Background: an optimization exercise with open tools, aiming at small area and a short achievable clock period. Do not read the settings as production practice.
No run shown here included a check of the RTL's function; only the layout flow was run.
No activity file was given, so power comes from the tool's default toggle rates.

==> flow/design.v, too long to show whole: its modules and the start of the top module <==
// module pid_controller: 969 lines
// module pid_fa: 4 lines
// module pid_pg: 4 lines
// module pid_carry16: 24 lines
// module pid_ha: 4 lines
// module top: 23 lines
module top (
  input  logic        clk,
  input  logic        rst_n,
  input  logic [15:0] setpoint,
  input  logic [15:0] feedback,
  input  logic [15:0] Kp,
  input  logic [15:0] Ki,
  input  logic [15:0] Kd,
  input  logic [15:0] clk_prescaler,
  output logic [15:0] control_signal
);
  // ...
==> flow/flow/run.sh <==
#!/bin/bash
# The standard layout, with the port buffers made of plain buf_1 cells
# instead of the delay buffers buffer_ports picks on its own, and a larger
# setup margin for timing repair.
set -euo pipefail
export BUFFER_PORTS_ARGS="-buffer_cell sky130_fd_sc_hd__buf_1"
bash standard.sh SETUP_SLACK_MARGIN=6.5 finish > standard.log 2>&1
==> flow/standard.sh <==
#!/bin/bash
# synth_recipe.tcl (not shown) runs the flow's synth.tcl, then flattens the netlist and writes it again
# the make line also repeats each setting of config.mk as NAME=value (left out here)
make -C /OpenROAD-flow-scripts/flow DESIGN_CONFIG=/design/flow/config.mk WORK_HOME=/design/flow/orfs CLKGATE_MAP_FILE= SYNTH_SCRIPT=/design/flow/synth_recipe.tcl "${@:-finish}"
==> flow/config.mk <==
export PLATFORM = sky130hd
export DESIGN_NAME = top
export DESIGN_NICKNAME = top
export VERILOG_FILES = /design/flow/design.v
export SDC_FILE = /design/flow/constraint.sdc
export NUM_CORES = 4
export LEC_CHECK = 0
export ABC_AREA = 1
export CAP_MARGIN = 20
export CORE_MARGIN = 2
export CORE_UTILIZATION = 40
export SETUP_SLACK_MARGIN = 5
export SLEW_MARGIN = 20
export SYNTH_HIERARCHICAL = 1
export SYNTH_MINIMUM_KEEP_SIZE = 0
==> flow/constraint.sdc <==
create_clock -name core_clock -period 12.5 [get_ports {clk}]
set_input_delay 2.5000 -clock core_clock [delete_from_list [all_inputs] [get_ports {clk}]]
set_output_delay 2.5000 -clock core_clock [all_outputs]
set_load 0.01 [all_outputs]
==> flow_metrics.tcl, run 1 <==
set metrics [dict create \
    outcome "no timing/DRC/antenna violations" \
    seq_power_uw 503 \
    multi_input_area_share 0.693 \
    async_flop_share 1.00 \
    synth.most_common_cell "nand2_1" \
    power_leader "combinational cells" \
    io_buffers 113 \
    holdPathEnd "u_dut.prev[14]" \
    clock-skew-final_ns 0.0124 \
    cp-end-kind "register" \
    fmax_mhz 163 \
    crit_chain "buf_8 -> inv_12 -> ha_4 -> nand2_4 -> nand2_8 -> nand2_4 -> nand2_4 -> nand2_4 -> nand2_8 -> nand2_4 -> nand2_8 -> nand2_1 -> nand2_1 -> nand2_1 -> nand2_4 -> inv_4 -> ha_4 -> nor2_4 -> buf_4 -> fa_1 -> fa_1 -> fa_1 -> fa_2" \
    arrival_ns 6.44 \
    seq_area_mm2 0.00253 \
    routed.top_layer "met4" \
    drv_cap 0 \
    hold_viol 0 \
    min-delay-start "u_dut.prev[14]" \
    path_clk_slew_ns 0.08 \
    area_delta_synth_final_pct 20.6 \
    synth_top_cell_by_area "fa_1" \
    grt_setup_unrepaired "yes" \
    pwr-share-seq 0.143 \
    finalCritPeriodShare 0.491 \
    yosysUniqueCellTypes 45 \
    antenna_found_initial 0 \
    r2r-end "u_dut.C2[15]" \
    cts_sinks 101 \
    synth-simple-area-share 0.198 \
    hold_ws_ns 0.503 \
    root_buffer "clkbuf_16" \
    grt_max_degree 85 \
    finalCriticalPeriod_ns 6.13 \
    die-area_mm2 0.0413 \
    initial_core_util 0.403 \
    ys_warn_count 10 \
    met1_length_um 21800 \
    cp-start-kind "input port" \
    drive_above_1_share 0.179 \
    utilization 0.486 \
    syn_avg_cell_area_um2 8.20 \
    wire_per_inst_um 18.8 \
]
==> run 2, diff against run 1 <==
--- a/flow/design.v
+++ b/flow/design.v
@@ -13,11 +13,8 @@
   logic [15:0] clk_divider;
   logic        smp;
   logic [15:0] prev;
-  logic [15:0] I0;
-  logic [15:0] I1;
-  logic [15:0] C0;
-  logic [15:0] C1;
-  logic [15:0] C2;
+  logic [15:0] I0, I1;    
+  logic [15:0] C0, C1;    
   wire [16:0] inc_c;
   assign inc_c[0] = 1'b1;
   wire [15:0] cnt_inc;
@@ -41,57 +38,8 @@
   wire [15:0] kig  = Ki & {16{smp}};
   wire [15:0] kpg  = Kp & {16{smp}};
   wire [15:0] kdg  = Kd & {16{smp}};
-  wire [15:0] X0;
-  assign X0[0] = smp ? I0[0] : C0[0];
-  assign X0[1] = smp ? I0[1] : C0[1];
-  assign X0[2] = smp ? I0[2] : C0[2];
-  assign X0[3] = smp ? I0[3] : C0[3];
-  assign X0[4] = smp ? I0[4] : C0[4];
-  assign X0[5] = smp ? I0[5] : C0[5];
-  assign X0[6] = smp ? I0[6] : C0[6];
-  assign X0[7] = smp ? I0[7] : C0[7];
-  assign X0[8] = smp ? I0[8] : C0[8];
-  assign X0[9] = smp ? I0[9] : C0[9];
-  assign X0[10] = smp ? I0[10] : C0[10];
-  assign X0[11] = smp ? I0[11] : C0[11];
-  assign X0[12] = smp ? I0[12] : C0[12];
-  assign X0[13] = smp ? I0[13] : C0[13];
-  assign X0[14] = smp ? I0[14] : C0[14];
-  assign X0[15] = smp ? I0[15] : C0[15];
-  wire [15:0] X1;
-  assign X1[0] = smp ? I1[0] : C1[0];
-  assign X1[1] = smp ? I1[1] : C1[1];
-  assign X1[2] = smp ? I1[2] : C1[2];
-  assign X1[3] = smp ? I1[3] : C1[3];
-  assign X1[4] = smp ? I1[4] : C1[4];
-  assign X1[5] = smp ? I1[5] : C1[5];
-  assign X1[6] = smp ? I1[6] : C1[6];
-  assign X1[7] = smp ? I1[7] : C1[7];
-  assign X1[8] = smp ? I1[8] : C1[8];
-  assign X1[9] = smp ? I1[9] : C1[9];
-  assign X1[10] = smp ? I1[10] : C1[10];
-  assign X1[11] = smp ? I1[11] : C1[11];
-  assign X1[12] = smp ? I1[12] : C1[12];
-  assign X1[13] = smp ? I1[13] : C1[13];
-  assign X1[14] = smp ? I1[14] : C1[14];
-  assign X1[15] = smp ? I1[15] : C1[15];
-  wire [15:0] X2;
-  assign X2[0] = 1'b0;
-  assign X2[1] = 1'b0;
-  assign X2[2] = 1'b0;
-  assign X2[3] = 1'b0;
-  assign X2[4] = 1'b0;
-  assign X2[5] = 1'b0;
-  assign X2[6] = 1'b0;
-  assign X2[7] = 1'b0;
-  assign X2[8] = 1'b0;
-  assign X2[9] = 1'b0;
-  assign X2[10] = 1'b0;
-  assign X2[11] = 1'b0;
-  assign X2[12] = ~smp & C2[12];
-  assign X2[13] = ~smp & C2[13];
-  assign X2[14] = ~smp & C2[14];
-  assign X2[15] = ~smp & C2[15];
+  wire [15:0] X0   = smp ? I0 : C0;
+  wire [15:0] X1   = smp ? I1 : C1;
   wire e_p0, e_g0;
   pid_pg u_e_pg0 (.a(setpoint[0]), .b(~feedback[0]), .g(e_g0), .p(e_p0));
   wire e_p1, e_g1;
@@ -481,55 +429,55 @@
   wire it_5, it_6;
   pid_fa u_it_5 (.a(I0[2]), .b(I1[2]), .c(kid_neg1), .s(it_5), .co(it_6));
   wire it_7, it_8;
-  pid_fa u_it_7 (.a(it_5), .b(it_4), .c(kie_p0_2), .s(it_7), .co(it_8));
+  pid_fa u_it_7 (.a(it_5), .b(kie_p0_2), .c(kie_p1_0), .s(it_7), .co(it_8));
   wire it_9, it_10;
   pid_fa u_it_9 (.a(I0[3]), .b(I1[3]), .c(it_6), .s(it_9), .co(it_10));
   wire it_11, it_12;
-  pid_fa u_it_11 (.a(it_9), .b(kie_p0_3), .c(kie_p1_1), .s(it_11), .co(it_12));
+  pid_fa u_it_11 (.a(kie_p0_3), .b(kie_p1_1), .c(it_9), .s(it_11), .co(it_12));
   wire it_13, it_14;
   pid_fa u_it_13 (.a(I0[4]), .b(I1[4]), .c(kid_neg2), .s(it_13), .co(it_14));
   wire it_15, it_16;
-  pid_fa u_it_15 (.a(it_13), .b(it_10), .c(kie_p0_4), .s(it_15), .co(it_16));
+  pid_fa u_it_15 (.a(it_13), .b(kie_p0_4), .c(kie_p1_2), .s(it_15), .co(it_16));
   wire it_17, it_18;
-  pid_fa u_it_17 (.a(kie_p1_2), .b(kie_p2_0), .c(it_12), .s(it_17), .co(it_18));
+  pid_fa u_it_17 (.a(kie_p2_0), .b(it_10), .c(it_15), .s(it_17), .co(it_18));
   wire it_19, it_20;
   pid_fa u_it_19 (.a(I0[5]), .b(I1[5]), .c(it_14), .s(it_19), .co(it_20));
   wire it_21, it_22;
-  pid_fa u_it_21 (.a(it_19), .b(kie_p0_5), .c(kie_p1_3), .s(it_21), .co(it_22));
+  pid_fa u_it_21 (.a(kie_p0_5), .b(kie_p1_3), .c(kie_p2_1), .s(it_21), .co(it_22));
   wire it_23, it_24;
-  pid_fa u_it_23 (.a(kie_p2_1), .b(it_16), .c(it_21), .s(it_23), .co(it_24));
+  pid_fa u_it_23 (.a(it_19), .b(it_16), .c(it_21), .s(it_23), .co(it_24));
   wire it_25, it_26;
   pid_fa u_it_25 (.a(I0[6]), .b(I1[6]), .c(kid_neg3), .s(it_25), .co(it_26));
   wire it_27, it_28;
-  pid_fa u_it_27 (.a(it_25), .b(it_20), .c(kie_p0_6), .s(it_27), .co(it_28));
+  pid_fa u_it_27 (.a(it_25), .b(kie_p0_6), .c(kie_p1_4), .s(it_27), .co(it_28));
   wire it_29, it_30;
-  pid_fa u_it_29 (.a(kie_p1_4), .b(kie_p2_2), .c(kie_p3_0), .s(it_29), .co(it_30));
+  pid_fa u_it_29 (.a(kie_p2_2), .b(kie_p3_0), .c(it_20), .s(it_29), .co(it_30));
   wire it_31, it_32;
   pid_fa u_it_31 (.a(it_22), .b(it_27), .c(it_29), .s(it_31), .co(it_32));
   wire it_33, it_34;
   pid_fa u_it_33 (.a(I0[7]), .b(I1[7]), .c(it_26), .s(it_33), .co(it_34));
   wire it_35, it_36;
-  pid_fa u_it_35 (.a(it_33), .b(kie_p0_7), .c(kie_p1_5), .s(it_35), .co(it_36));
+  pid_fa u_it_35 (.a(kie_p0_7), .b(kie_p1_5), .c(kie_p2_3), .s(it_35), .co(it_36));
   wire it_37, it_38;
-  pid_fa u_it_37 (.a(kie_p2_3), .b(kie_p3_1), .c(it_28), .s(it_37), .co(it_38));
+  pid_fa u_it_37 (.a(kie_p3_1), .b(it_33), .c(it_28), .s(it_37), .co(it_38));
   wire it_39, it_40;
-  pid_fa u_it_39 (.a(it_30), .b(it_35), .c(it_32), .s(it_39), .co(it_40));
+  pid_fa u_it_39 (.a(it_35), .b(it_30), .c(it_37), .s(it_39), .co(it_40));
   wire it_41, it_42;
   pid_fa u_it_41 (.a(I0[8]), .b(I1[8]), .c(kid_neg4), .s(it_41), .co(it_42));
   wire it_43, it_44;
-  pid_fa u_it_43 (.a(it_41), .b(it_34), .c(kie_p0_8), .s(it_43), .co(it_44));
+  pid_fa u_it_43 (.a(it_41), .b(kie_p0_8), .c(kie_p1_6), .s(it_43), .co(it_44));
   wire it_45, it_46;
-  pid_fa u_it_45 (.a(kie_p1_6), .b(kie_p2_4), .c(kie_p3_2), .s(it_45), .co(it_46));
+  pid_fa u_it_45 (.a(kie_p2_4), .b(kie_p3_2), .c(kie_p4_0), .s(it_45), .co(it_46));
   wire it_47, it_48;
-  pid_fa u_it_47 (.a(kie_p4_0), .b(it_36), .c(it_43), .s(it_47), .co(it_48));
+  pid_fa u_it_47 (.a(it_34), .b(it_36), .c(it_43), .s(it_47), .co(it_48));
   wire it_49, it_50;
   pid_fa u_it_49 (.a(it_45), .b(it_38), .c(it_47), .s(it_49), .co(it_50));
   wire it_51, it_52;
   pid_fa u_it_51 (.a(I0[9]), .b(I1[9]), .c(it_42), .s(it_51), .co(it_52));
   wire it_53, it_54;
-  pid_fa u_it_53 (.a(it_51), .b(kie_p0_9), .c(kie_p1_7), .s(it_53), .co(it_54));
+  pid_fa u_it_53 (.a(kie_p0_9), .b(kie_p1_7), .c(kie_p2_5), .s(it_53), .co(it_54));
   wire it_55, it_56;
-  pid_fa u_it_55 (.a(kie_p2_5), .b(kie_p3_3), .c(kie_p4_1), .s(it_55), .co(it_56));
+  pid_fa u_it_55 (.a(kie_p3_3), .b(kie_p4_1), .c(it_51), .s(it_55), .co(it_56));
   wire it_57, it_58;
   pid_fa u_it_57 (.a(it_44), .b(it_46), .c(it_53), .s(it_57), .co(it_58));
   wire it_59, it_60;
@@ -537,35 +485,35 @@
   wire it_61, it_62;
   pid_fa u_it_61 (.a(I0[10]), .b(I1[10]), .c(kid_neg5), .s(it_61), .co(it_62));
   wire it_63, it_64;
-  pid_fa u_it_63 (.a(it_61), .b(it_52), .c(kie_p0_10), .s(it_63), .co(it_64));
+  pid_fa u_it_63 (.a(it_61), .b(kie_p0_10), .c(kie_p1_8), .s(it_63), .co(it_64));
   wire it_65, it_66;
-  pid_fa u_it_65 (.a(kie_p1_8), .b(kie_p2_6), .c(kie_p3_4), .s(it_65), .co(it_66));
+  pid_fa u_it_65 (.a(kie_p2_6), .b(kie_p3_4), .c(kie_p4_2), .s(it_65), .co(it_66));
   wire it_67, it_68;
-  pid_fa u_it_67 (.a(kie_p4_2), .b(kie_p5_0), .c(it_54), .s(it_67), .co(it_68));
+  pid_fa u_it_67 (.a(kie_p5_0), .b(it_52), .c(it_54), .s(it_67), .co(it_68));
   wire it_69, it_70;
-  pid_fa u_it_69 (.a(it_56), .b(it_63), .c(it_65), .s(it_69), .co(it_70));
+  pid_fa u_it_69 (.a(it_63), .b(it_65), .c(it_56), .s(it_69), .co(it_70));
   wire it_71, it_72;
   pid_fa u_it_71 (.a(it_58), .b(it_67), .c(it_69), .s(it_71), .co(it_72));
   wire it_73, it_74;
   pid_fa u_it_73 (.a(I0[11]), .b(I1[11]), .c(it_62), .s(it_73), .co(it_74));
   wire it_75, it_76;
-  pid_fa u_it_75 (.a(it_73), .b(kie_p0_11), .c(kie_p1_9), .s(it_75), .co(it_76));
+  pid_fa u_it_75 (.a(kie_p0_11), .b(kie_p1_9), .c(kie_p2_7), .s(it_75), .co(it_76));
   wire it_77, it_78;
-  pid_fa u_it_77 (.a(kie_p2_7), .b(kie_p3_5), .c(kie_p4_3), .s(it_77), .co(it_78));
+  pid_fa u_it_77 (.a(kie_p3_5), .b(kie_p4_3), .c(kie_p5_1), .s(it_77), .co(it_78));
   wire it_79, it_80;
-  pid_fa u_it_79 (.a(kie_p5_1), .b(it_64), .c(it_66), .s(it_79), .co(it_80));
+  pid_fa u_it_79 (.a(it_73), .b(it_64), .c(it_66), .s(it_79), .co(it_80));
   wire it_81, it_82;
   pid_fa u_it_81 (.a(it_75), .b(it_77), .c(it_68), .s(it_81), .co(it_82));
   wire it_83, it_84;
-  pid_fa u_it_83 (.a(it_70), .b(it_79), .c(it_81), .s(it_83), .co(it_84));
+  pid_fa u_it_83 (.a(it_79), .b(it_70), .c(it_81), .s(it_83), .co(it_84));
   wire it_85, it_86;
   pid_fa u_it_85 (.a(I0[12]), .b(I1[12]), .c(kid_neg6), .s(it_85), .co(it_86));
   wire it_87, it_88;
-  pid_fa u_it_87 (.a(it_85), .b(it_74), .c(kie_p0_12), .s(it_87), .co(it_88));
+  pid_fa u_it_87 (.a(it_85), .b(kie_p0_12), .c(kie_p1_10), .s(it_87), .co(it_88));
   wire it_89, it_90;
-  pid_fa u_it_89 (.a(kie_p1_10), .b(kie_p2_8), .c(kie_p3_6), .s(it_89), .co(it_90));
+  pid_fa u_it_89 (.a(kie_p2_8), .b(kie_p3_6), .c(kie_p4_4), .s(it_89), .co(it_90));
   wire it_91, it_92;
-  pid_fa u_it_91 (.a(kie_p4_4), .b(kie_p5_2), .c(kie_p6_0), .s(it_91), .co(it_92));
+  pid_fa u_it_91 (.a(kie_p5_2), .b(kie_p6_0), .c(it_74), .s(it_91), .co(it_92));
   wire it_93, it_94;
   pid_fa u_it_93 (.a(it_76), .b(it_78), .c(it_87), .s(it_93), .co(it_94));
   wire it_95, it_96;
@@ -575,27 +523,27 @@
   wire it_99, it_100;
   pid_fa u_it_99 (.a(I0[13]), .b(I1[13]), .c(it_86), .s(it_99), .co(it_100));
   wire it_101, it_102;
-  pid_fa u_it_101 (.a(it_99), .b(kie_p0_13), .c(kie_p1_11), .s(it_101), .co(it_102));
+  pid_fa u_it_101 (.a(kie_p0_13), .b(kie_p1_11), .c(kie_p2_9), .s(it_101), .co(it_102));
   wire it_103, it_104;
-  pid_fa u_it_103 (.a(kie_p2_9), .b(kie_p3_7), .c(kie_p4_5), .s(it_103), .co(it_104));
+  pid_fa u_it_103 (.a(kie_p3_7), .b(kie_p4_5), .c(kie_p5_3), .s(it_103), .co(it_104));
   wire it_105, it_106;
-  pid_fa u_it_105 (.a(kie_p5_3), .b(kie_p6_1), .c(it_88), .s(it_105), .co(it_106));
+  pid_fa u_it_105 (.a(kie_p6_1), .b(it_99), .c(it_88), .s(it_105), .co(it_106));
   wire it_107, it_108;
-  pid_fa u_it_107 (.a(it_90), .b(it_92), .c(it_101), .s(it_107), .co(it_108));
+  pid_fa u_it_107 (.a(it_90), .b(it_101), .c(it_103), .s(it_107), .co(it_108));
   wire it_109, it_110;
-  pid_fa u_it_109 (.a(it_103), .b(it_94), .c(it_105), .s(it_109), .co(it_110));
+  pid_fa u_it_109 (.a(it_92), .b(it_94), .c(it_105), .s(it_109), .co(it_110));
   wire it_111, it_112;
   pid_fa u_it_111 (.a(it_107), .b(it_96), .c(it_109), .s(it_111), .co(it_112));
   wire it_113, it_114;
   pid_fa u_it_113 (.a(I0[14]), .b(I1[14]), .c(kid_neg7), .s(it_113), .co(it_114));
   wire it_115, it_116;
-  pid_fa u_it_115 (.a(it_113), .b(it_100), .c(kie_p0_14), .s(it_115), .co(it_116));
+  pid_fa u_it_115 (.a(it_113), .b(kie_p0_14), .c(kie_p1_12), .s(it_115), .co(it_116));
   wire it_117, it_118;
-  pid_fa u_it_117 (.a(kie_p1_12), .b(kie_p2_10), .c(kie_p3_8), .s(it_117), .co(it_118));
+  pid_fa u_it_117 (.a(kie_p2_10), .b(kie_p3_8), .c(kie_p4_6), .s(it_117), .co(it_118));
   wire it_119, it_120;
-  pid_fa u_it_119 (.a(kie_p4_6), .b(kie_p5_4), .c(kie_p6_2), .s(it_119), .co(it_120));
+  pid_fa u_it_119 (.a(kie_p5_4), .b(kie_p6_2), .c(kie_p7_0), .s(it_119), .co(it_120));
   wire it_121, it_122;
-  pid_fa u_it_121 (.a(kie_p7_0), .b(it_102), .c(it_104), .s(it_121), .co(it_122));
+  pid_fa u_it_121 (.a(it_100), .b(it_102), .c(it_104), .s(it_121), .co(it_122));
   wire it_123, it_124;
   pid_fa u_it_123 (.a(it_115), .b(it_117), .c(it_119), .s(it_123), .co(it_124));
   wire it_125, it_126;
@@ -605,11 +553,11 @@
   wire it_129, it_130;
   pid_fa u_it_129 (.a(I0[15]), .b(I1[15]), .c(it_114), .s(it_129), .co(it_130));
   wire it_131, it_132;
-  pid_fa u_it_131 (.a(it_129), .b(kie_p0_15), .c(kie_p1_13), .s(it_131), .co(it_132));
+  pid_fa u_it_131 (.a(kie_p0_15), .b(kie_p1_13), .c(kie_p2_11), .s(it_131), .co(it_132));
   wire it_133, it_134;
-  pid_fa u_it_133 (.a(kie_p2_11), .b(kie_p3_9), .c(kie_p4_7), .s(it_133), .co(it_134));
+  pid_fa u_it_133 (.a(kie_p3_9), .b(kie_p4_7), .c(kie_p5_5), .s(it_133), .co(it_134));
   wire it_135, it_136;
-  pid_fa u_it_135 (.a(kie_p5_5), .b(kie_p6_3), .c(kie_p7_1), .s(it_135), .co(it_136));
+  pid_fa u_it_135 (.a(kie_p6_3), .b(kie_p7_1), .c(it_129), .s(it_135), .co(it_136));
   wire it_137, it_138;
   pid_fa u_it_137 (.a(it_116), .b(it_118), .c(it_120), .s(it_137), .co(it_138));
   wire it_139, it_140;
@@ -631,7 +579,7 @@
   wire ct_11, ct_12;
   pid_fa u_ct_11 (.a(ct_9), .b(ct_6), .c(kdp_p0_2), .s(ct_11), .co(ct_12));
   wire ct_13, ct_14;
-  pid_fa u_ct_13 (.a(kdp_p1_0), .b(ct_11), .c(ed_neg1), .s(ct_13), .co(ct_14));
+  pid_fa u_ct_13 (.a(kdp_p1_0), .b(ed_neg1), .c(ct_11), .s(ct_13), .co(ct_14));
   wire ct_15, ct_16;
   pid_fa u_ct_15 (.a(kse_p0_2), .b(kse_p1_0), .c(ct_13), .s(ct_15), .co(ct_16));
   wire ct_17, ct_18;
@@ -639,21 +587,21 @@
   wire ct_19, ct_20;
   pid_fa u_ct_19 (.a(ct_17), .b(kdp_p0_3), .c(kdp_p1_1), .s(ct_19), .co(ct_20));
   wire ct_21, ct_22;
-  pid_fa u_ct_21 (.a(ct_12), .b(ct_19), .c(ct_14), .s(ct_21), .co(ct_22));
+  pid_fa u_ct_21 (.a(ct_12), .b(ct_19), .c(kse_p0_3), .s(ct_21), .co(ct_22));
   wire ct_23, ct_24;
-  pid_fa u_ct_23 (.a(kse_p0_3), .b(kse_p1_1), .c(ct_16), .s(ct_23), .co(ct_24));
+  pid_fa u_ct_23 (.a(kse_p1_1), .b(ct_14), .c(ct_21), .s(ct_23), .co(ct_24));
   wire ct_25, ct_26;
   pid_fa u_ct_25 (.a(pd_neg2), .b(X0[4]), .c(X1[4]), .s(ct_25), .co(ct_26));
   wire ct_27, ct_28;
   pid_fa u_ct_27 (.a(ct_25), .b(ct_18), .c(kdp_p0_4), .s(ct_27), .co(ct_28));
   wire ct_29, ct_30;
-  pid_fa u_ct_29 (.a(kdp_p1_2), .b(kdp_p2_0), .c(ct_20), .s(ct_29), .co(ct_30));
+  pid_fa u_ct_29 (.a(kdp_p1_2), .b(kdp_p2_0), .c(ed_neg2), .s(ct_29), .co(ct_30));
   wire ct_31, ct_32;
-  pid_fa u_ct_31 (.a(ct_27), .b(ed_neg2), .c(ct_29), .s(ct_31), .co(ct_32));
+  pid_fa u_ct_31 (.a(ct_20), .b(ct_27), .c(kse_p0_4), .s(ct_31), .co(ct_32));
   wire ct_33, ct_34;
-  pid_fa u_ct_33 (.a(kse_p0_4), .b(kse_p1_2), .c(kse_p2_0), .s(ct_33), .co(ct_34));
+  pid_fa u_ct_33 (.a(kse_p1_2), .b(kse_p2_0), .c(ct_29), .s(ct_33), .co(ct_34));
   wire ct_35, ct_36;
-  pid_fa u_ct_35 (.a(ct_31), .b(ct_22), .c(ct_33), .s(ct_35), .co(ct_36));
+  pid_fa u_ct_35 (.a(ct_22), .b(ct_31), .c(ct_33), .s(ct_35), .co(ct_36));
   wire ct_37, ct_38;
   pid_fa u_ct_37 (.a(X0[5]), .b(X1[5]), .c(ct_26), .s(ct_37), .co(ct_38));
   wire ct_39, ct_40;
@@ -661,9 +609,9 @@
   wire ct_41, ct_42;
   pid_fa u_ct_41 (.a(kdp_p2_1), .b(ct_28), .c(ct_39), .s(ct_41), .co(ct_42));
   wire ct_43, ct_44;
-  pid_fa u_ct_43 (.a(ct_30), .b(ct_41), .c(kse_p0_5), .s(ct_43), .co(ct_44));
+  pid_fa u_ct_43 (.a(ct_30), .b(kse_p0_5), .c(kse_p1_3), .s(ct_43), .co(ct_44));
   wire ct_45, ct_46;
-  pid_fa u_ct_45 (.a(kse_p1_3), .b(kse_p2_1), .c(ct_32), .s(ct_45), .co(ct_46));
+  pid_fa u_ct_45 (.a(kse_p2_1), .b(ct_41), .c(ct_32), .s(ct_45), .co(ct_46));
   wire ct_47, ct_48;
   pid_fa u_ct_47 (.a(ct_34), .b(ct_43), .c(ct_45), .s(ct_47), .co(ct_48));
   wire ct_49, ct_50;
@@ -673,13 +621,13 @@
   wire ct_53, ct_54;
   pid_fa u_ct_53 (.a(kdp_p1_4), .b(kdp_p2_2), .c(kdp_p3_0), .s(ct_53), .co(ct_54));
   wire ct_55, ct_56;
-  pid_fa u_ct_55 (.a(ct_40), .b(ct_51), .c(ct_53), .s(ct_55), .co(ct_56));
+  pid_fa u_ct_55 (.a(ed_neg3), .b(ct_40), .c(ct_51), .s(ct_55), .co(ct_56));
   wire ct_57, ct_58;
-  pid_fa u_ct_57 (.a(ed_neg3), .b(ct_42), .c(ct_55), .s(ct_57), .co(ct_58));
+  pid_fa u_ct_57 (.a(ct_53), .b(kse_p0_6), .c(kse_p1_4), .s(ct_57), .co(ct_58));
   wire ct_59, ct_60;
-  pid_fa u_ct_59 (.a(kse_p0_6), .b(kse_p1_4), .c(kse_p2_2), .s(ct_59), .co(ct_60));
+  pid_fa u_ct_59 (.a(kse_p2_2), .b(kse_p3_0), .c(ct_42), .s(ct_59), .co(ct_60));
   wire ct_61, ct_62;
-  pid_fa u_ct_61 (.a(kse_p3_0), .b(ct_57), .c(ct_44), .s(ct_61), .co(ct_62));
+  pid_fa u_ct_61 (.a(ct_55), .b(ct_44), .c(ct_57), .s(ct_61), .co(ct_62));
   wire ct_63, ct_64;
   pid_fa u_ct_63 (.a(ct_59), .b(ct_46), .c(ct_61), .s(ct_63), .co(ct_64));
   wire ct_65, ct_66;
@@ -689,13 +637,13 @@
   wire ct_69, ct_70;
   pid_fa u_ct_69 (.a(kdp_p2_3), .b(kdp_p3_1), .c(ct_52), .s(ct_69), .co(ct_70));
   wire ct_71, ct_72;
-  pid_fa u_ct_71 (.a(ct_54), .b(ct_67), .c(ct_56), .s(ct_71), .co(ct_72));
+  pid_fa u_ct_71 (.a(ct_54), .b(ct_67), .c(kse_p0_7), .s(ct_71), .co(ct_72));
   wire ct_73, ct_74;
-  pid_fa u_ct_73 (.a(ct_69), .b(kse_p0_7), .c(kse_p1_5), .s(ct_73), .co(ct_74));
+  pid_fa u_ct_73 (.a(kse_p1_5), .b(kse_p2_3), .c(kse_p3_1), .s(ct_73), .co(ct_74));
   wire ct_75, ct_76;
-  pid_fa u_ct_75 (.a(kse_p2_3), .b(kse_p3_1), .c(ct_71), .s(ct_75), .co(ct_76));
+  pid_fa u_ct_75 (.a(ct_56), .b(ct_69), .c(ct_58), .s(ct_75), .co(ct_76));
   wire ct_77, ct_78;
-  pid_fa u_ct_77 (.a(ct_58), .b(ct_60), .c(ct_73), .s(ct_77), .co(ct_78));
+  pid_fa u_ct_77 (.a(ct_71), .b(ct_73), .c(ct_60), .s(ct_77), .co(ct_78));
   wire ct_79, ct_80;
   pid_fa u_ct_79 (.a(ct_75), .b(ct_62), .c(ct_77), .s(ct_79), .co(ct_80));
   wire ct_81, ct_82;
@@ -705,19 +653,19 @@
   wire ct_85, ct_86;
   pid_fa u_ct_85 (.a(kdp_p1_6), .b(kdp_p2_4), .c(kdp_p3_2), .s(ct_85), .co(ct_86));
   wire ct_87, ct_88;
-  pid_fa u_ct_87 (.a(kdp_p4_0), .b(ct_68), .c(ct_83), .s(ct_87), .co(ct_88));
+  pid_fa u_ct_87 (.a(kdp_p4_0), .b(ed_neg4), .c(ct_68), .s(ct_87), .co(ct_88));
   wire ct_89, ct_90;
-  pid_fa u_ct_89 (.a(ct_85), .b(ed_neg4), .c(ct_70), .s(ct_89), .co(ct_90));
+  pid_fa u_ct_89 (.a(ct_83), .b(ct_85), .c(kse_p0_8), .s(ct_89), .co(ct_90));
   wire ct_91, ct_92;
-  pid_fa u_ct_91 (.a(ct_87), .b(kse_p0_8), .c(kse_p1_6), .s(ct_91), .co(ct_92));
+  pid_fa u_ct_91 (.a(kse_p1_6), .b(kse_p2_4), .c(kse_p3_2), .s(ct_91), .co(ct_92));
   wire ct_93, ct_94;
-  pid_fa u_ct_93 (.a(kse_p2_4), .b(kse_p3_2), .c(kse_p4_0), .s(ct_93), .co(ct_94));
+  pid_fa u_ct_93 (.a(kse_p4_0), .b(ct_70), .c(ct_87), .s(ct_93), .co(ct_94));
   wire ct_95, ct_96;
-  pid_fa u_ct_95 (.a(ct_72), .b(ct_89), .c(ct_74), .s(ct_95), .co(ct_96));
+  pid_fa u_ct_95 (.a(ct_72), .b(ct_74), .c(ct_89), .s(ct_95), .co(ct_96));
   wire ct_97, ct_98;
   pid_fa u_ct_97 (.a(ct_91), .b(ct_93), .c(ct_76), .s(ct_97), .co(ct_98));
   wire ct_99, ct_100;
-  pid_fa u_ct_99 (.a(ct_78), .b(ct_95), .c(ct_97), .s(ct_99), .co(ct_100));
+  pid_fa u_ct_99 (.a(ct_95), .b(ct_78), .c(ct_97), .s(ct_99), .co(ct_100));
   wire ct_101, ct_102;
   pid_fa u_ct_101 (.a(X0[9]), .b(X1[9]), .c(ct_82), .s(ct_101), .co(ct_102));
   wire ct_103, ct_104;
@@ -727,15 +675,15 @@
   wire ct_107, ct_108;
   pid_fa u_ct_107 (.a(ct_84), .b(ct_86), .c(ct_103), .s(ct_107), .co(ct_108));
   wire ct_109, ct_110;
-  pid_fa u_ct_109 (.a(ct_105), .b(ct_88), .c(ct_107), .s(ct_109), .co(ct_110));
+  pid_fa u_ct_109 (.a(ct_105), .b(kse_p0_9), .c(kse_p1_7), .s(ct_109), .co(ct_110));
   wire ct_111, ct_112;
-  pid_fa u_ct_111 (.a(kse_p0_9), .b(kse_p1_7), .c(kse_p2_5), .s(ct_111), .co(ct_112));
+  pid_fa u_ct_111 (.a(kse_p2_5), .b(kse_p3_3), .c(kse_p4_1), .s(ct_111), .co(ct_112));
   wire ct_113, ct_114;
-  pid_fa u_ct_113 (.a(kse_p3_3), .b(kse_p4_1), .c(ct_90), .s(ct_113), .co(ct_114));
+  pid_fa u_ct_113 (.a(ct_88), .b(ct_107), .c(ct_90), .s(ct_113), .co(ct_114));
   wire ct_115, ct_116;
-  pid_fa u_ct_115 (.a(ct_109), .b(ct_92), .c(ct_94), .s(ct_115), .co(ct_116));
+  pid_fa u_ct_115 (.a(ct_92), .b(ct_109), .c(ct_111), .s(ct_115), .co(ct_116));
   wire ct_117, ct_118;
-  pid_fa u_ct_117 (.a(ct_111), .b(ct_113), .c(ct_96), .s(ct_117), .co(ct_118));
+  pid_fa u_ct_117 (.a(ct_94), .b(ct_113), .c(ct_96), .s(ct_117), .co(ct_118));
   wire ct_119, ct_120;
   pid_fa u_ct_119 (.a(ct_115), .b(ct_98), .c(ct_117), .s(ct_119), .co(ct_120));
   wire ct_121, ct_122;
@@ -745,19 +693,19 @@
   wire ct_125, ct_126;
   pid_fa u_ct_125 (.a(kdp_p1_8), .b(kdp_p2_6), .c(kdp_p3_4), .s(ct_125), .co(ct_126));
   wire ct_127, ct_128;
-  pid_fa u_ct_127 (.a(kdp_p4_2), .b(kdp_p5_0), .c(ct_104), .s(ct_127), .co(ct_128));
+  pid_fa u_ct_127 (.a(kdp_p4_2), .b(kdp_p5_0), .c(ed_neg5), .s(ct_127), .co(ct_128));
   wire ct_129, ct_130;
-  pid_fa u_ct_129 (.a(ct_106), .b(ct_123), .c(ct_125), .s(ct_129), .co(ct_130));
+  pid_fa u_ct_129 (.a(ct_104), .b(ct_106), .c(ct_123), .s(ct_129), .co(ct_130));
   wire ct_131, ct_132;
-  pid_fa u_ct_131 (.a(ed_neg5), .b(ct_108), .c(ct_127), .s(ct_131), .co(ct_132));
+  pid_fa u_ct_131 (.a(ct_125), .b(kse_p0_10), .c(kse_p1_8), .s(ct_131), .co(ct_132));
   wire ct_133, ct_134;
-  pid_fa u_ct_133 (.a(ct_129), .b(kse_p0_10), .c(kse_p1_8), .s(ct_133), .co(ct_134));
+  pid_fa u_ct_133 (.a(kse_p2_6), .b(kse_p3_4), .c(kse_p4_2), .s(ct_133), .co(ct_134));
   wire ct_135, ct_136;
-  pid_fa u_ct_135 (.a(kse_p2_6), .b(kse_p3_4), .c(kse_p4_2), .s(ct_135), .co(ct_136));
+  pid_fa u_ct_135 (.a(kse_p5_0), .b(ct_127), .c(ct_108), .s(ct_135), .co(ct_136));
   wire ct_137, ct_138;
-  pid_fa u_ct_137 (.a(kse_p5_0), .b(ct_110), .c(ct_131), .s(ct_137), .co(ct_138));
+  pid_fa u_ct_137 (.a(ct_129), .b(ct_110), .c(ct_112), .s(ct_137), .co(ct_138));
   wire ct_139, ct_140;
-  pid_fa u_ct_139 (.a(ct_112), .b(ct_133), .c(ct_135), .s(ct_139), .co(ct_140));
+  pid_fa u_ct_139 (.a(ct_131), .b(ct_133), .c(ct_135), .s(ct_139), .co(ct_140));
   wire ct_141, ct_142;
   pid_fa u_ct_141 (.a(ct_114), .b(ct_137), .c(ct_116), .s(ct_141), .co(ct_142));
   wire ct_143, ct_144;
@@ -773,139 +721,139 @@
   wire ct_153, ct_154;
   pid_fa u_ct_153 (.a(ct_147), .b(ct_149), .c(ct_128), .s(ct_153), .co(ct_154));
   wire ct_155, ct_156;
-  pid_fa u_ct_155 (.a(ct_130), .b(ct_151), .c(kse_p0_11), .s(ct_155), .co(ct_156));
+  pid_fa u_ct_155 (.a(kse_p0_11), .b(kse_p1_9), .c(kse_p2_7), .s(ct_155), .co(ct_156));
   wire ct_157, ct_158;
-  pid_fa u_ct_157 (.a(kse_p1_9), .b(kse_p2_7), .c(kse_p3_5), .s(ct_157), .co(ct_158));
+  pid_fa u_ct_157 (.a(kse_p3_5), .b(kse_p4_3), .c(kse_p5_1), .s(ct_157), .co(ct_158));
   wire ct_159, ct_160;
-  pid_fa u_ct_159 (.a(kse_p4_3), .b(kse_p5_1), .c(ct_153), .s(ct_159), .co(ct_160));
+  pid_fa u_ct_159 (.a(ct_130), .b(ct_151), .c(ct_132), .s(ct_159), .co(ct_160));
   wire ct_161, ct_162;
-  pid_fa u_ct_161 (.a(ct_132), .b(ct_134), .c(ct_136), .s(ct_161), .co(ct_162));
+  pid_fa u_ct_161 (.a(ct_134), .b(ct_153), .c(ct_155), .s(ct_161), .co(ct_162));
   wire ct_163, ct_164;
-  pid_fa u_ct_163 (.a(ct_155), .b(ct_157), .c(ct_138), .s(ct_163), .co(ct_164));
+  pid_fa u_ct_163 (.a(ct_157), .b(ct_136), .c(ct_138), .s(ct_163), .co(ct_164));
   wire ct_165, ct_166;
-  pid_fa u_ct_165 (.a(ct_159), .b(ct_140), .c(ct_161), .s(ct_165), .co(ct_166));
+  pid_fa u_ct_165 (.a(ct_159), .b(ct_161), .c(ct_140), .s(ct_165), .co(ct_166));
   wire ct_167, ct_168;
-  pid_fa u_ct_167 (.a(ct_163), .b(ct_142), .c(ct_165), .s(ct_167), .co(ct_168));
+  pid_fa u_ct_167 (.a(ct_142), .b(ct_163), .c(ct_165), .s(ct_167), .co(ct_168));
   wire ct_169, ct_170;
   pid_fa u_ct_169 (.a(pd_neg6), .b(X0[12]), .c(X1[12]), .s(ct_169), .co(ct_170));
   wire ct_171, ct_172;
-  pid_fa u_ct_171 (.a(X2[12]), .b(ct_169), .c(ct_146), .s(ct_171), .co(ct_172));
+  pid_fa u_ct_171 (.a(ct_169), .b(ct_146), .c(kdp_p0_12), .s(ct_171), .co(ct_172));
   wire ct_173, ct_174;
-  pid_fa u_ct_173 (.a(ct_171), .b(kdp_p0_12), .c(kdp_p1_10), .s(ct_173), .co(ct_174));
+  pid_fa u_ct_173 (.a(kdp_p1_10), .b(kdp_p2_8), .c(kdp_p3_6), .s(ct_173), .co(ct_174));
   wire ct_175, ct_176;
-  pid_fa u_ct_175 (.a(kdp_p2_8), .b(kdp_p3_6), .c(kdp_p4_4), .s(ct_175), .co(ct_176));
+  pid_fa u_ct_175 (.a(kdp_p4_4), .b(kdp_p5_2), .c(kdp_p6_0), .s(ct_175), .co(ct_176));
   wire ct_177, ct_178;
-  pid_fa u_ct_177 (.a(kdp_p5_2), .b(kdp_p6_0), .c(ct_148), .s(ct_177), .co(ct_178));
+  pid_fa u_ct_177 (.a(ed_neg6), .b(ct_148), .c(ct_150), .s(ct_177), .co(ct_178));
   wire ct_179, ct_180;
-  pid_fa u_ct_179 (.a(ct_150), .b(ct_173), .c(ct_175), .s(ct_179), .co(ct_180));
+  pid_fa u_ct_179 (.a(ct_171), .b(ct_173), .c(ct_175), .s(ct_179), .co(ct_180));
   wire ct_181, ct_182;
-  pid_fa u_ct_181 (.a(ed_neg6), .b(ct_152), .c(ct_177), .s(ct_181), .co(ct_182));
+  pid_fa u_ct_181 (.a(kse_p0_12), .b(kse_p1_10), .c(kse_p2_8), .s(ct_181), .co(ct_182));
   wire ct_183, ct_184;
-  pid_fa u_ct_183 (.a(ct_179), .b(kse_p0_12), .c(kse_p1_10), .s(ct_183), .co(ct_184));
+  pid_fa u_ct_183 (.a(kse_p3_6), .b(kse_p4_4), .c(kse_p5_2), .s(ct_183), .co(ct_184));
   wire ct_185, ct_186;
-  pid_fa u_ct_185 (.a(kse_p2_8), .b(kse_p3_6), .c(kse_p4_4), .s(ct_185), .co(ct_186));
+  pid_fa u_ct_185 (.a(kse_p6_0), .b(ct_152), .c(ct_177), .s(ct_185), .co(ct_186));
   wire ct_187, ct_188;
-  pid_fa u_ct_187 (.a(kse_p5_2), .b(kse_p6_0), .c(ct_154), .s(ct_187), .co(ct_188));
+  pid_fa u_ct_187 (.a(ct_179), .b(ct_154), .c(ct_156), .s(ct_187), .co(ct_188));
   wire ct_189, ct_190;
-  pid_fa u_ct_189 (.a(ct_181), .b(ct_156), .c(ct_158), .s(ct_189), .co(ct_190));
+  pid_fa u_ct_189 (.a(ct_158), .b(ct_181), .c(ct_183), .s(ct_189), .co(ct_190));
   wire ct_191, ct_192;
-  pid_fa u_ct_191 (.a(ct_183), .b(ct_185), .c(ct_160), .s(ct_191), .co(ct_192));
+  pid_fa u_ct_191 (.a(ct_185), .b(ct_160), .c(ct_187), .s(ct_191), .co(ct_192));
   wire ct_193, ct_194;
-  pid_fa u_ct_193 (.a(ct_187), .b(ct_162), .c(ct_189), .s(ct_193), .co(ct_194));
+  pid_fa u_ct_193 (.a(ct_162), .b(ct_189), .c(ct_164), .s(ct_193), .co(ct_194));
   wire ct_195, ct_196;
-  pid_fa u_ct_195 (.a(ct_164), .b(ct_191), .c(ct_166), .s(ct_195), .co(ct_196));
+  pid_fa u_ct_195 (.a(ct_191), .b(ct_166), .c(ct_193), .s(ct_195), .co(ct_196));
   wire ct_197, ct_198;
-  pid_fa u_ct_197 (.a(X0[13]), .b(X1[13]), .c(X2[13]), .s(ct_197), .co(ct_198));
+  pid_fa u_ct_197 (.a(X0[13]), .b(X1[13]), .c(ct_170), .s(ct_197), .co(ct_198));
   wire ct_199, ct_200;
-  pid_fa u_ct_199 (.a(ct_170), .b(ct_197), .c(ct_172), .s(ct_199), .co(ct_200));
+  pid_fa u_ct_199 (.a(ct_197), .b(kdp_p0_13), .c(kdp_p1_11), .s(ct_199), .co(ct_200));
   wire ct_201, ct_202;
-  pid_fa u_ct_201 (.a(ct_199), .b(kdp_p0_13), .c(kdp_p1_11), .s(ct_201), .co(ct_202));
+  pid_fa u_ct_201 (.a(kdp_p2_9), .b(kdp_p3_7), .c(kdp_p4_5), .s(ct_201), .co(ct_202));
   wire ct_203, ct_204;
-  pid_fa u_ct_203 (.a(kdp_p2_9), .b(kdp_p3_7), .c(kdp_p4_5), .s(ct_203), .co(ct_204));
+  pid_fa u_ct_203 (.a(kdp_p5_3), .b(kdp_p6_1), .c(ct_172), .s(ct_203), .co(ct_204));
   wire ct_205, ct_206;
-  pid_fa u_ct_205 (.a(kdp_p5_3), .b(kdp_p6_1), .c(ct_174), .s(ct_205), .co(ct_206));
+  pid_fa u_ct_205 (.a(ct_174), .b(ct_176), .c(ct_199), .s(ct_205), .co(ct_206));
   wire ct_207, ct_208;
-  pid_fa u_ct_207 (.a(ct_176), .b(ct_201), .c(ct_203), .s(ct_207), .co(ct_208));
+  pid_fa u_ct_207 (.a(ct_201), .b(kse_p0_13), .c(kse_p1_11), .s(ct_207), .co(ct_208));
   wire ct_209, ct_210;
-  pid_fa u_ct_209 (.a(ct_178), .b(ct_180), .c(ct_205), .s(ct_209), .co(ct_210));
+  pid_fa u_ct_209 (.a(kse_p2_9), .b(kse_p3_7), .c(kse_p4_5), .s(ct_209), .co(ct_210));
   wire ct_211, ct_212;
-  pid_fa u_ct_211 (.a(ct_207), .b(kse_p0_13), .c(kse_p1_11), .s(ct_211), .co(ct_212));
+  pid_fa u_ct_211 (.a(kse_p5_3), .b(kse_p6_1), .c(ct_178), .s(ct_211), .co(ct_212));
   wire ct_213, ct_214;
-  pid_fa u_ct_213 (.a(kse_p2_9), .b(kse_p3_7), .c(kse_p4_5), .s(ct_213), .co(ct_214));
+  pid_fa u_ct_213 (.a(ct_180), .b(ct_203), .c(ct_205), .s(ct_213), .co(ct_214));
   wire ct_215, ct_216;
-  pid_fa u_ct_215 (.a(kse_p5_3), .b(kse_p6_1), .c(ct_182), .s(ct_215), .co(ct_216));
+  pid_fa u_ct_215 (.a(ct_182), .b(ct_184), .c(ct_207), .s(ct_215), .co(ct_216));
   wire ct_217, ct_218;
-  pid_fa u_ct_217 (.a(ct_209), .b(ct_184), .c(ct_186), .s(ct_217), .co(ct_218));
+  pid_fa u_ct_217 (.a(ct_209), .b(ct_211), .c(ct_186), .s(ct_217), .co(ct_218));
   wire ct_219, ct_220;
-  pid_fa u_ct_219 (.a(ct_211), .b(ct_213), .c(ct_188), .s(ct_219), .co(ct_220));
+  pid_fa u_ct_219 (.a(ct_213), .b(ct_188), .c(ct_190), .s(ct_219), .co(ct_220));
   wire ct_221, ct_222;
-  pid_fa u_ct_221 (.a(ct_215), .b(ct_190), .c(ct_217), .s(ct_221), .co(ct_222));
+  pid_fa u_ct_221 (.a(ct_215), .b(ct_217), .c(ct_192), .s(ct_221), .co(ct_222));
   wire ct_223, ct_224;
-  pid_fa u_ct_223 (.a(ct_192), .b(ct_219), .c(ct_194), .s(ct_223), .co(ct_224));
+  pid_fa u_ct_223 (.a(ct_219), .b(ct_194), .c(ct_221), .s(ct_223), .co(ct_224));
   wire ct_225, ct_226;
   pid_fa u_ct_225 (.a(pd_neg7), .b(X0[14]), .c(X1[14]), .s(ct_225), .co(ct_226));
   wire ct_227, ct_228;
-  pid_fa u_ct_227 (.a(X2[14]), .b(ct_198), .c(ct_225), .s(ct_227), .co(ct_228));
+  pid_fa u_ct_227 (.a(ct_225), .b(ct_198), .c(kdp_p0_14), .s(ct_227), .co(ct_228));
   wire ct_229, ct_230;
-  pid_fa u_ct_229 (.a(ct_227), .b(ct_200), .c(kdp_p0_14), .s(ct_229), .co(ct_230));
+  pid_fa u_ct_229 (.a(kdp_p1_12), .b(kdp_p2_10), .c(kdp_p3_8), .s(ct_229), .co(ct_230));
   wire ct_231, ct_232;
-  pid_fa u_ct_231 (.a(kdp_p1_12), .b(kdp_p2_10), .c(kdp_p3_8), .s(ct_231), .co(ct_232));
+  pid_fa u_ct_231 (.a(kdp_p4_6), .b(kdp_p5_4), .c(kdp_p6_2), .s(ct_231), .co(ct_232));
   wire ct_233, ct_234;
-  pid_fa u_ct_233 (.a(kdp_p4_6), .b(kdp_p5_4), .c(kdp_p6_2), .s(ct_233), .co(ct_234));
+  pid_fa u_ct_233 (.a(kdp_p7_0), .b(ed_neg7), .c(ct_200), .s(ct_233), .co(ct_234));
   wire ct_235, ct_236;
-  pid_fa u_ct_235 (.a(kdp_p7_0), .b(ct_202), .c(ct_204), .s(ct_235), .co(ct_236));
+  pid_fa u_ct_235 (.a(ct_202), .b(ct_227), .c(ct_229), .s(ct_235), .co(ct_236));
   wire ct_237, ct_238;
-  pid_fa u_ct_237 (.a(ct_229), .b(ct_231), .c(ct_233), .s(ct_237), .co(ct_238));
+  pid_fa u_ct_237 (.a(ct_231), .b(kse_p0_14), .c(kse_p1_12), .s(ct_237), .co(ct_238));
   wire ct_239, ct_240;
-  pid_fa u_ct_239 (.a(ed_neg7), .b(ct_206), .c(ct_208), .s(ct_239), .co(ct_240));
+  pid_fa u_ct_239 (.a(kse_p2_10), .b(kse_p3_8), .c(kse_p4_6), .s(ct_239), .co(ct_240));
   wire ct_241, ct_242;
-  pid_fa u_ct_241 (.a(ct_235), .b(ct_237), .c(kse_p0_14), .s(ct_241), .co(ct_242));
+  pid_fa u_ct_241 (.a(kse_p5_4), .b(kse_p6_2), .c(kse_p7_0), .s(ct_241), .co(ct_242));
   wire ct_243, ct_244;
-  pid_fa u_ct_243 (.a(kse_p1_12), .b(kse_p2_10), .c(kse_p3_8), .s(ct_243), .co(ct_244));
+  pid_fa u_ct_243 (.a(ct_204), .b(ct_206), .c(ct_233), .s(ct_243), .co(ct_244));
   wire ct_245, ct_246;
-  pid_fa u_ct_245 (.a(kse_p4_6), .b(kse_p5_4), .c(kse_p6_2), .s(ct_245), .co(ct_246));
+  pid_fa u_ct_245 (.a(ct_235), .b(ct_208), .c(ct_210), .s(ct_245), .co(ct_246));
   wire ct_247, ct_248;
-  pid_fa u_ct_247 (.a(kse_p7_0), .b(ct_210), .c(ct_239), .s(ct_247), .co(ct_248));
+  pid_fa u_ct_247 (.a(ct_237), .b(ct_239), .c(ct_241), .s(ct_247), .co(ct_248));
   wire ct_249, ct_250;
-  pid_fa u_ct_249 (.a(ct_212), .b(ct_214), .c(ct_241), .s(ct_249), .co(ct_250));
+  pid_fa u_ct_249 (.a(ct_212), .b(ct_214), .c(ct_243), .s(ct_249), .co(ct_250));
   wire ct_251, ct_252;
-  pid_fa u_ct_251 (.a(ct_243), .b(ct_245), .c(ct_216), .s(ct_251), .co(ct_252));
+  pid_fa u_ct_251 (.a(ct_245), .b(ct_216), .c(ct_247), .s(ct_251), .co(ct_252));
   wire ct_253, ct_254;
-  pid_fa u_ct_253 (.a(ct_247), .b(ct_218), .c(ct_220), .s(ct_253), .co(ct_254));
+  pid_fa u_ct_253 (.a(ct_218), .b(ct_249), .c(ct_220), .s(ct_253), .co(ct_254));
   wire ct_255, ct_256;
-  pid_fa u_ct_255 (.a(ct_249), .b(ct_251), .c(ct_222), .s(ct_255), .co(ct_256));
+  pid_fa u_ct_255 (.a(ct_251), .b(ct_222), .c(ct_253), .s(ct_255), .co(ct_256));
   wire ct_257, ct_258;
-  pid_fa u_ct_257 (.a(X0[15]), .b(X1[15]), .c(X2[15]), .s(ct_257), .co(ct_258));
+  pid_fa u_ct_257 (.a(X0[15]), .b(X1[15]), .c(ct_226), .s(ct_257), .co(ct_258));
   wire ct_259, ct_260;
-  pid_fa u_ct_259 (.a(ct_226), .b(ct_257), .c(ct_228), .s(ct_259), .co(ct_260));
+  pid_fa u_ct_259 (.a(ct_257), .b(kdp_p0_15), .c(kdp_p1_13), .s(ct_259), .co(ct_260));
   wire ct_261, ct_262;
-  pid_fa u_ct_261 (.a(ct_259), .b(kdp_p0_15), .c(kdp_p1_13), .s(ct_261), .co(ct_262));
+  pid_fa u_ct_261 (.a(kdp_p2_11), .b(kdp_p3_9), .c(kdp_p4_7), .s(ct_261), .co(ct_262));
   wire ct_263, ct_264;
-  pid_fa u_ct_263 (.a(kdp_p2_11), .b(kdp_p3_9), .c(kdp_p4_7), .s(ct_263), .co(ct_264));
+  pid_fa u_ct_263 (.a(kdp_p5_5), .b(kdp_p6_3), .c(kdp_p7_1), .s(ct_263), .co(ct_264));
   wire ct_265, ct_266;
-  pid_fa u_ct_265 (.a(kdp_p5_5), .b(kdp_p6_3), .c(kdp_p7_1), .s(ct_265), .co(ct_266));
+  pid_fa u_ct_265 (.a(ct_228), .b(ct_230), .c(ct_232), .s(ct_265), .co(ct_266));
   wire ct_267, ct_268;
-  pid_fa u_ct_267 (.a(ct_230), .b(ct_232), .c(ct_234), .s(ct_267), .co(ct_268));
+  pid_fa u_ct_267 (.a(ct_259), .b(ct_261), .c(ct_263), .s(ct_267), .co(ct_268));
   wire ct_269, ct_270;
-  pid_fa u_ct_269 (.a(ct_261), .b(ct_263), .c(ct_265), .s(ct_269), .co(ct_270));
+  pid_fa u_ct_269 (.a(kse_p0_15), .b(kse_p1_13), .c(kse_p2_11), .s(ct_269), .co(ct_270));
   wire ct_271, ct_272;
-  pid_fa u_ct_271 (.a(ct_236), .b(ct_238), .c(ct_267), .s(ct_271), .co(ct_272));
+  pid_fa u_ct_271 (.a(kse_p3_9), .b(kse_p4_7), .c(kse_p5_5), .s(ct_271), .co(ct_272));
   wire ct_273, ct_274;
-  pid_fa u_ct_273 (.a(ct_269), .b(kse_p0_15), .c(kse_p1_13), .s(ct_273), .co(ct_274));
+  pid_fa u_ct_273 (.a(kse_p6_3), .b(kse_p7_1), .c(ct_234), .s(ct_273), .co(ct_274));
   wire ct_275, ct_276;
-  pid_fa u_ct_275 (.a(kse_p2_11), .b(kse_p3_9), .c(kse_p4_7), .s(ct_275), .co(ct_276));
+  pid_fa u_ct_275 (.a(ct_236), .b(ct_265), .c(ct_267), .s(ct_275), .co(ct_276));
   wire ct_277, ct_278;
-  pid_fa u_ct_277 (.a(kse_p5_5), .b(kse_p6_3), .c(kse_p7_1), .s(ct_277), .co(ct_278));
+  pid_fa u_ct_277 (.a(ct_238), .b(ct_240), .c(ct_242), .s(ct_277), .co(ct_278));
   wire ct_279, ct_280;
-  pid_fa u_ct_279 (.a(ct_240), .b(ct_271), .c(ct_242), .s(ct_279), .co(ct_280));
+  pid_fa u_ct_279 (.a(ct_269), .b(ct_271), .c(ct_273), .s(ct_279), .co(ct_280));
   wire ct_281, ct_282;
-  pid_fa u_ct_281 (.a(ct_244), .b(ct_246), .c(ct_273), .s(ct_281), .co(ct_282));
+  pid_fa u_ct_281 (.a(ct_244), .b(ct_275), .c(ct_246), .s(ct_281), .co(ct_282));
   wire ct_283, ct_284;
-  pid_fa u_ct_283 (.a(ct_275), .b(ct_277), .c(ct_248), .s(ct_283), .co(ct_284));
+  pid_fa u_ct_283 (.a(ct_277), .b(ct_248), .c(ct_250), .s(ct_283), .co(ct_284));
   wire ct_285, ct_286;
-  pid_fa u_ct_285 (.a(ct_250), .b(ct_279), .c(ct_281), .s(ct_285), .co(ct_286));
+  pid_fa u_ct_285 (.a(ct_279), .b(ct_281), .c(ct_252), .s(ct_285), .co(ct_286));
   wire ct_287, ct_288;
-  pid_fa u_ct_287 (.a(ct_252), .b(ct_283), .c(ct_254), .s(ct_287), .co(ct_288));
+  pid_fa u_ct_287 (.a(ct_283), .b(ct_254), .c(ct_285), .s(ct_287), .co(ct_288));
   always_ff @(posedge clk or negedge rst_n) begin
     if (!rst_n) begin
       prev <= 16'h0000;
@@ -913,24 +861,14 @@
       I1 <= 16'h0000;
       C0 <= 16'h0000;
       C1 <= 16'h0000;
-      C2 <= 16'h0000;
     end else begin
       if (smp) prev <= e;
-      I0 <= {it_128, it_112, it_98, it_84, it_72, it_60, it_50, it_40, it_37, it_24, it_18, it_15, it_8, kie_p1_0, it_3, it_1};
-      I1 <= {it_143, it_127, it_111, it_97, it_83, it_71, it_59, it_49, it_39, it_31, it_23, it_17, it_11, it_7, kie_p0_1, kie_p0_0};
-      C0 <= {ct_285, ct_253, ct_221, ct_193, ct_144, ct_120, ct_100, ct_80, ct_64, ct_48, ct_36, ct_24, ct_21, ct_8, kse_p0_1, kse_p0_0};
-      C1 <= {ct_256, ct_224, ct_196, ct_168, ct_167, ct_143, ct_119, ct_99, ct_79, ct_63, ct_47, ct_35, ct_23, ct_15, ct_7, ct_3};
-      C2 <= {ct_287, ct_255, ct_223, ct_195, 1'b0, 1'b0, 1'b0, 1'b0, 1'b0, 1'b0, 1'b0, 1'b0, 1'b0, 1'b0, 1'b0, 1'b0};
+      I0 <= {it_128, it_112, it_98, it_84, it_72, it_60, it_50, it_40, it_32, it_24, it_18, it_12, it_8, it_4, kie_p0_1, it_1};
+      I1 <= {it_143, it_127, it_111, it_97, it_83, it_71, it_59, it_49, it_39, it_31, it_23, it_17, it_11, it_7, it_3, kie_p0_0};
+      C0 <= {ct_256, ct_224, ct_196, ct_168, ct_144, ct_120, ct_100, ct_80, ct_64, ct_48, ct_36, ct_24, ct_16, ct_8, kse_p0_1, kse_p0_0};
+      C1 <= {ct_287, ct_255, ct_223, ct_195, ct_167, ct_143, ct_119, ct_99, ct_79, ct_63, ct_47, ct_35, ct_23, ct_15, ct_7, ct_3};
     end
   end
-  wire ot_1, ot_2;
-  pid_ha u_ot_1 (.a(C0[12]), .b(C1[12]), .s(ot_1), .co(ot_2));
-  wire ot_3, ot_4;
-  pid_fa u_ot_3 (.a(C0[13]), .b(C1[13]), .c(C2[13]), .s(ot_3), .co(ot_4));
-  wire ot_5, ot_6;
-  pid_fa u_ot_5 (.a(C0[14]), .b(C1[14]), .c(C2[14]), .s(ot_5), .co(ot_6));
-  wire ot_7, ot_8;
-  pid_fa u_ot_7 (.a(C0[15]), .b(C1[15]), .c(C2[15]), .s(ot_7), .co(ot_8));
   wire csum_p0, csum_g0;
   pid_pg u_csum_pg0 (.a(C0[0]), .b(C1[0]), .g(csum_g0), .p(csum_p0));
   wire csum_p1, csum_g1;
@@ -956,13 +894,13 @@
   wire csum_p11, csum_g11;
   pid_pg u_csum_pg11 (.a(C0[11]), .b(C1[11]), .g(csum_g11), .p(csum_p11));
   wire csum_p12, csum_g12;
-  pid_pg u_csum_pg12 (.a(C2[12]), .b(ot_1), .g(csum_g12), .p(csum_p12));
+  pid_pg u_csum_pg12 (.a(C0[12]), .b(C1[12]), .g(csum_g12), .p(csum_p12));
   wire csum_p13, csum_g13;
-  pid_pg u_csum_pg13 (.a(ot_2), .b(ot_3), .g(csum_g13), .p(csum_p13));
+  pid_pg u_csum_pg13 (.a(C0[13]), .b(C1[13]), .g(csum_g13), .p(csum_p13));
   wire csum_p14, csum_g14;
-  pid_pg u_csum_pg14 (.a(ot_4), .b(ot_5), .g(csum_g14), .p(csum_p14));
+  pid_pg u_csum_pg14 (.a(C0[14]), .b(C1[14]), .g(csum_g14), .p(csum_p14));
   wire csum_p15, csum_g15;
-  pid_pg u_csum_pg15 (.a(ot_6), .b(ot_7), .g(csum_g15), .p(csum_p15));
+  pid_pg u_csum_pg15 (.a(C0[15]), .b(C1[15]), .g(csum_g15), .p(csum_p15));
   wire [15:0] csum_c;
   pid_carry16 u_csum_cy (.g({csum_g15, csum_g14, csum_g13, csum_g12, csum_g11, csum_g10, csum_g9, csum_g8, csum_g7, csum_g6, csum_g5, csum_g4, csum_g3, csum_g2, csum_g1, csum_g0}), .p({csum_p15, csum_p14, csum_p13, csum_p12, csum_p11, csum_p10, csum_p9, csum_p8, csum_p7, csum_p6, csum_p5, csum_p4, csum_p3, csum_p2, csum_p1, csum_p0}), .ci(1'b0), .c(csum_c));
   wire [15:0] csum = {csum_p15, csum_p14, csum_p13, csum_p12, csum_p11, csum_p10, csum_p9, csum_p8, csum_p7, csum_p6, csum_p5, csum_p4, csum_p3, csum_p2, csum_p1, csum_p0} ^ csum_c;
--- a/flow/config.mk
+++ b/flow/config.mk
@@ -5,7 +5,6 @@
 export SDC_FILE = /design/flow/constraint.sdc
 export NUM_CORES = 4
 export LEC_CHECK = 0
-export ABC_AREA = 1
 export CAP_MARGIN = 20
 export CORE_MARGIN = 2
 export CORE_UTILIZATION = 40
==> flow_metrics.tcl, run 2 <==
set metrics [dict create \
    placed_area_mm2 0.0166 \
    cp.required_ns 12.73 \
    pwr-share-seq 0.134 \
    cts_buffers 9 \
    slowest_stage "fa_1" \
    floorplan.rows 71 \
    cts_tree "built" \
    finalCriticalPeriod_ns 6.88 \
    final.setup.tns_ns 0 \
    final_common_cell "xnor2_1" \
    yosysSeqAreaShare 0.158 \
    num-fill-cells 3542 \
    layout_setup_ws_ns 5.62 \
    cp-start-kind "input port" \
    h-tree-depth 3 \
    path_delay_family "adder cells" \
    dp_hpwl_um 35700 \
    slew_headroom 0.278 \
    outcome "no timing/DRC/antenna violations" \
    power.switching_uw 1670 \
    crit_chain "buf_8 -> inv_8 -> ha_4 -> a21o_4 -> nand4_1 -> a21oi_2 -> o2111ai_4 -> buf_12 -> a31oi_4 -> xor2_4 -> ha_2 -> nor2_4 -> xnor2_1 -> a22o_1 -> fa_1 -> fa_1 -> fa_2 -> fa_1 -> fa_1" \
    drc_errors 0 \
    routed.top_layer "met5" \
    drive_above_1_share 0.199 \
    die_height_um 200 \
    pin_count 114 \
    ant_nets 0 \
    synth_cells 1532 \
    root_buffer "clkbuf_16" \
    pre_cts_ws_ns 4.13 \
    synthTopCellsByArea "fa_1 28%, dfrtp_1 16%, xnor2_1 12%" \
    path_clk_slew_ns 0.08 \
    critical_path_buf_inv_count 3 \
    route.met3.wl_um 3070 \
    wire_per_inst_um 20.4 \
    setup-violations-final 0 \
    path_class "in2reg" \
    worst_slew_pin_slew_ns 1.08 \
    grt_overflow 0 \
    yosysUniqueCellTypes 51 \
    async_flop_share 1.00 \
    finalCritPeriodShare 0.550 \
    slew_violations 0 \
    hold_ws_ns 0.491 \
    grt_pass1_vias 11900 \
    num_vias 11700 \
    clk_latency_ns 0.37 \
    fin_nets 2073 \
    cts_sinks 97 \
    grt_pass1_wl_um 68900 \
    diodes 0 \
    p_sw_frac 0.474 \
    min_path_type "reg2reg" \
    pwr-share-comb 0.784 \
    grt_usage 0.232 \
    initial_core_util 0.407 \
    synth.most_common_cell "fa_1" \
    fmax_mhz 145 \
    ys_warn_count 10 \
    met1_length_um 19200 \
    p_int_uw 1850 \
    synth_top_cells_by_count "216 x fa_1, 211 x xnor2_1, 150 x nand2_1, 123 x a22o_1, 97 x dfrtp_1" \
    arrival_ns 7.11 \
    stdcell_area_mm2 0.0184 \
    cp-end-kind "register" \
    antenna_found_initial 1 \
    synthFlopType "dfrtp_1" \
    worst-path-max-fanout 4 \
    dr_wl_met2_um 21100 \
    synth_seq_cells 97 \
    crit_top_cell "fa_1" \
    mostFrequentLayoutCells "178 x xnor2_1, 168 x fa_1, 135 x nand2_1" \
    grt_max_degree 78 \
    yosysTopAreaCellShare 0.282 \
    wl_um 44700 \
    netlist_area_mm2 0.0153 \
    fp.dieW_um 200 \
    synth_edf_count 0 \
    cts_hold_buf 0 \
    power.leakage_uw 0.00855 \
    area_delta_synth_final_pct 19.9 \
    pwr_density_cell_mw_per_mm2 191 \
    synth_top_cell_by_area "fa_1" \
    clock-skew-final_ns 0.0113 \
    first_pass_iters 5 \
    drv_cap 0 \
    ir_drop_mv 0.155 \
    syn_avg_cell_area_um2 10.0 \
    hold_viol 0 \
    vias_per_cell 5.35 \
    clockBufferDepth 2 \
    finalPower_uw 3520 \
    gp_congestion 0.914 \
    first_iter_violations 864 \
    critPathMaxStageDelay_ns 0.57 \
    io_buffers 113 \
    grt_setup_unrepaired "yes" \
    die-area_mm2 0.0399 \
    core-area_mm2 0.0377 \
    clockPowerShare 0.082 \
]
run 2: cell count changes after synthesis, moves of 32 or more:
cell,before,now
nand2b_1,1,52
xnor2_1,117,211
mux2_2,0,33
o22ai_1,65,1
and2_1,1,47
o21ai_0,89,57
inv_1,222,70
nand2_1,631,150
a22o_1,0,123
xor2_1,97,38
run 2: per-module statistics from Yosys, one instance, submodules excluded, excerpt:
module	area (um2)	flops+latches	cells
pid_pg	12.5	0	1
pid_controller	9590	97	1136
pid_fa	20.0	0	1
pid_carry16	272	0	44
run 2: what timing repair did:
item,4_1_cts,5_1_grt
setup endpoints to repair,39,33
resized for setup,140,41
hold endpoints to repair,0,0
cloned,0,0
buffers inserted,58,15
pin swaps,80,19
run 2: area by class of cell:
cell class / count / area [um2] / share of cell area
Multi-Input combinational cell: 1288 / 13400 / 0.727
Sequential cell: 97 / 2430 / 0.132
Timing Repair Buffer: 205 / 1330 / 0.0722
Tap cell: 511 / 639 / 0.0348
Inverter: 75 / 314 / 0.0171
Clock buffer: 9 / 225 / 0.0123
Clock inverter: 7 / 81.3 / 0.00443
run 2: path summary, 6_finish.rpt:
path                       cells past startpoint  slack (ns)                    to                 start
max                                           19        5.62          u_dut.C1[15]           feedback[0]
min                                            1        0.49  u_dut.clk_divider[0]  u_dut.clk_divider[0]
max reg2reg                                   17        6.65          u_dut.C1[15]             u_dut.smp
min reg2reg                                    1        0.49  u_dut.clk_divider[0]  u_dut.clk_divider[0]
max in group asynchronous                      2        9.14         u_dut.prev[5]                 rst_n
min in group asynchronous                      1        2.15  u_dut.clk_divider[2]                 rst_n
run 2: power groups by stage:
stage	registers [uW]	logic, uW	clock network (uW)
after floorplan	453	1780	0
after global placement	478	2520	0
after detailed placement	478	2580	0
after CTS	472	2770	297
after global routing	477	3030	308
final	471	2760	288
run 2: layer usage:
| layer | vias up | global-route usage |
|---|---|---|
| met4 | 2 | 0.0680 |
| met2 | 382 | 0.377 |
| li1 | 5453 | - |
| met3 | 59 | 0.0460 |
| met1 | 5827 | 0.315 |
| met5 | - | 0 |
run 2: logic make-up after synthesis:
logic type               after synthesis  share of synthesized area
AND/OR/NAND/NOR                      389                      0.128
adder cells (fa/ha/maj)              299                      0.350
AO/OA/AOI/OAI                        294                      0.141
XOR/XNOR                             253                      0.147
buffers and inverters                151                     0.0411
flip-flops                            97                      0.158
multiplexers                          47                     0.0334
other                                  2                   0.000490
run 2: through the flow:
step	std cells	utilization
5_1_grt	2192	0.488
2_1_floorplan	1536	-
6_report	2192	0.488
4_1_cts	2177	0.480
3_3_place_gp	2103	0.442
3_5_place_dp	2103	0.442

[re-timing with driven ports]
The results above use ideal ports. As a check the final layouts listed here were re-extracted and re-timed, cells and wires unchanged.
Step 1 sets driving cells, clkbuf_16 on the clock port and buf_2 on the other inputs (assumed; they add their load-dependent delay and slew).
Step 2, shift: input delay + t, output delay - t, t = (earliest + latest rising clock arrival at the registers) / 2. This alone moves slack from input paths to output paths.
Three values: ideal ports, drivers, drivers and shift; two values: the first two.
run | t, ns | setup WS [ns] | slew at the worst register clock pin (ns)
run 1 | 0.417 | 6.368 / 6.367 / 5.950 | 0.08 / 0.08
run 2 | 0.407 | 5.620 / 5.605 / 5.198 | 0.08 / 0.08
After both steps every run listed still meets setup and hold. The setup slack of run 2, which loses most, moves by -0.015 ns with the drivers and by -0.422 ns with both steps.
